Background: an optimization exercise with open tools, aiming at small area. Do not read the settings as production practice. The RTL was checked by simulation tests, not by an equivalence proof against the original design. No activity file was given, so power comes from the tool's default toggle rates.

== run 1 ==
## game_logic_top
module game_logic_top(
    input clk,
    input resetn,
    input KEY,
    output sync,
    output w_o,
    output bypass_erase,
    output [7:0] prev_x,
    output [7:0] x,
    output [6:0] y,
    output [3:0] score,
    output [3:0] chances,
    output [1:0] game_status
    );
==> flow/config.mk <==
export PLATFORM = sky130hd
export DESIGN_NAME = game_logic_top
export DESIGN_NICKNAME = game_logic_top
export VERILOG_FILES = /design/flow/design.v
export SDC_FILE = /design/flow/constraint.sdc
export NUM_CORES = 4
export LEC_CHECK = 0
export ABC_AREA = 1
export CAP_MARGIN = 20
export CORE_AREA = 2 2 60 60
export DIE_AREA = 0 0 62 62
export SLEW_MARGIN = 20
==> flow/constraint.sdc <==
create_clock -name core_clock -period 10.0 [get_ports {clk}]
set_input_delay 2.0000 -clock core_clock [delete_from_list [all_inputs] [get_ports {clk}]]
set_output_delay 2.0000 -clock core_clock [all_outputs]
set_load 0.01 [all_outputs]
standard.sh (not shown) runs the stock make flow with config.mk's settings and CLKGATE_MAP_FILE= SYNTH_SCRIPT=/design/flow/synth_recipe.tcl, a recipe that flattens the netlist after the stock synthesis.
==> flow/flow/run.sh <==
#!/bin/bash
# Standard layout, with these changes:
#  - synthesis maps the logic with an area-oriented ABC script and no
#    full/half-adder extraction (registers are mapped exactly as in the
#    standard synthesis);
#  - the port buffers are the smallest buffer cell;
#  - clock tree synthesis adds no dummy loads.
set -o pipefail
here=$(pwd)
export AREA_ABC_SCRIPT=$here/flow/abc.script
bash standard.sh \
  "SYNTH_SCRIPT=$here/flow/synth.tcl" \
  "ADDER_MAP_FILE=" \
  "BUFFER_PORTS_ARGS=-buffer_cell sky130_fd_sc_hd__buf_1" \
  "CTS_ARGS=-sink_clustering_enable -repair_clock_nets -dont_use_dummy_load -sink_clustering_size 20 -root_buf sky130_fd_sc_hd__clkbuf_8 -buf_list sky130_fd_sc_hd__clkbuf_4" \
  finish > standard.log 2>&1
==> flow/flow/abc.script <==
strash
&get -n
&deepsyn -T 120
&put
dch -f
amap
==> flow/flow/synth.tcl <==
# The standard flow's synthesis script (synth_recipe.tcl), except that the ABC step runs
# an area-oriented script (abc.script beside this file) in place of ORFS's.
proc synth {args} { yosys synth -nofsm -noshare {*}$args }
proc abc {args} {
  set i [lsearch -exact $args -script]
  if { $i >= 0 } { lset args [expr { $i + 1 }] $::env(AREA_ABC_SCRIPT) }
  yosys abc {*}$args
}
source $::env(SCRIPTS_DIR)/synth.tcl
# left out here: clear keep_hierarchy, flatten, clean up, hide names made inside functions, write 1_2_yosys.v
> inputs changed (run 1 -> run 2)
diff --git a/flow/flow/run.sh b/flow/flow/run.sh
--- a/flow/flow/run.sh
+++ b/flow/flow/run.sh
@@ -14,3 +14,3 @@
   "BUFFER_PORTS_ARGS=-buffer_cell sky130_fd_sc_hd__buf_1" \
-  "CTS_ARGS=-sink_clustering_enable -repair_clock_nets -dont_use_dummy_load -sink_clustering_size 20 -root_buf sky130_fd_sc_hd__clkbuf_8 -buf_list sky130_fd_sc_hd__clkbuf_4" \
+  "CTS_ARGS=-sink_clustering_enable -repair_clock_nets -dont_use_dummy_load -sink_clustering_size 40 -sink_clustering_max_diameter 100 -buf_list sky130_fd_sc_hd__clkbuf_8" \
   finish > standard.log 2>&1
==> flow/flow/abc.script <==
strash
&get -n
&deepsyn -T 60
&put
dch -f
amap
Findings:
Run 2 went all the way through the flow, and no timing, DRC or antenna check failed. Going from run 1 to run 2, total length of routed wires increased 77 microns; routed length on met2 decreased about 9%; power increased 2.8%; area of the multi-input gates increased 18 sq um.

Starting RTL as in the previous note.
## game_logic_top
module game_logic_top(
    input clk,
    input resetn,
    input KEY,
    output sync,
    output w_o,
    output bypass_erase,
    output [7:0] prev_x,
    output [7:0] x,
    output [6:0] y,
    output [3:0] score,
    output [3:0] chances,
    output [1:0] game_status
    );
Settings: LEC_CHECK=0, ABC_AREA=1, CAP_MARGIN=20, CORE_AREA=2 2 60 60, DIE_AREA=0 0 62 62, SLEW_MARGIN=20; clock period 10.0 ns.
==> flow/flow/run.sh <==
#!/bin/bash
# Standard layout, with these changes:
#  - synthesis maps the logic with an area-oriented ABC script and no
#    full/half-adder extraction (registers are mapped exactly as in the
#    standard synthesis);
#  - the port buffers are the smallest buffer cell;
#  - clock tree synthesis adds no dummy loads.
set -o pipefail
here=$(pwd)
export AREA_ABC_SCRIPT=$here/flow/abc.script
bash standard.sh \
  "SYNTH_SCRIPT=$here/flow/synth.tcl" \
  "ADDER_MAP_FILE=" \
  "BUFFER_PORTS_ARGS=-buffer_cell sky130_fd_sc_hd__buf_1" \
  "CTS_ARGS=-sink_clustering_enable -repair_clock_nets -dont_use_dummy_load -sink_clustering_size 30 -buf_list sky130_fd_sc_hd__clkbuf_4" \
  finish > standard.log 2>&1
==> flow/flow/abc.script <==
strash
&get -n
&deepsyn -T 60
&put
dch -f
amap
Scripts as last shown in full above: flow/flow/synth.tcl
The baseline completed without violations.
Change:
--- a/flow/flow/run.sh
+++ b/flow/flow/run.sh
@@ -13,4 +13,4 @@
   "ADDER_MAP_FILE=" \
   "BUFFER_PORTS_ARGS=-buffer_cell sky130_fd_sc_hd__buf_1" \
-  "CTS_ARGS=-sink_clustering_enable -repair_clock_nets -dont_use_dummy_load -sink_clustering_size 30 -buf_list sky130_fd_sc_hd__clkbuf_4" \
+  "CTS_ARGS=-repair_clock_nets -dont_use_dummy_load -buf_list sky130_fd_sc_hd__clkbuf_4" \
   finish > standard.log 2>&1
==> flow/flow/abc.script (replaced) <==
strash
&get -n
&deepsyn -T 120
&put
dch -f
amap
=> The changed run went through all stages and came out clean. Power shrinks by 3.6%. Final cell count goes up by 0.62%. Routed wire length goes down by 2.7%. Global-route usage came out higher by 0.54 points. Design area hardly moves. Area after synthesis is about the same. Die area stays the same. Clock-buffer cell count stays the same. Hold slack gets better by 0.018 ns. Setup slack gains 0.040 ns. Critical path depth is higher by 1.

re-timing with driven ports:
The flow's constraints put no driver on any port. The routed layouts listed below were extracted and timed again, unchanged, in two steps.
Step 1 sets driving cells, clkbuf_16 on the clock port and buf_2 on the other inputs (assumed; they add their load-dependent delay and slew).
Step 2 adds t to the input delays and takes it off the output delays; t is the mean of the earliest and latest rising clock arrival at the registers after step 1. Input paths then give back, and output paths get back, about the clock's delay inside the block.
a / b / c = ideal ports / drivers / drivers and shift; a / b = the first two.
run	shift t [ns]	setup slack, ns	latest minus earliest clock arrival (ns)	slew at the worst register clock pin (ns)	pins driven straight from the clock port
run 1	0.303	6.323 / 6.298 / 6.431	0.023 / 0.023	0.07 / 0.07	1
run 2	0.302	6.292 / 6.265 / 6.146	0.027 / 0.027	0.08 / 0.08	1
the first run of note 2	0.350	6.218 / 6.194 / 6.147	0.044 / 0.045	0.12 / 0.12	1
the second run of note 2	0.347	6.259 / 6.237 / 6.446	0.038 / 0.038	0.11 / 0.11	1
After both steps setup and hold are still met in every run listed. The setup slack of run 2, which loses most, moves by -0.027 ns with the drivers and by -0.146 ns with both steps.
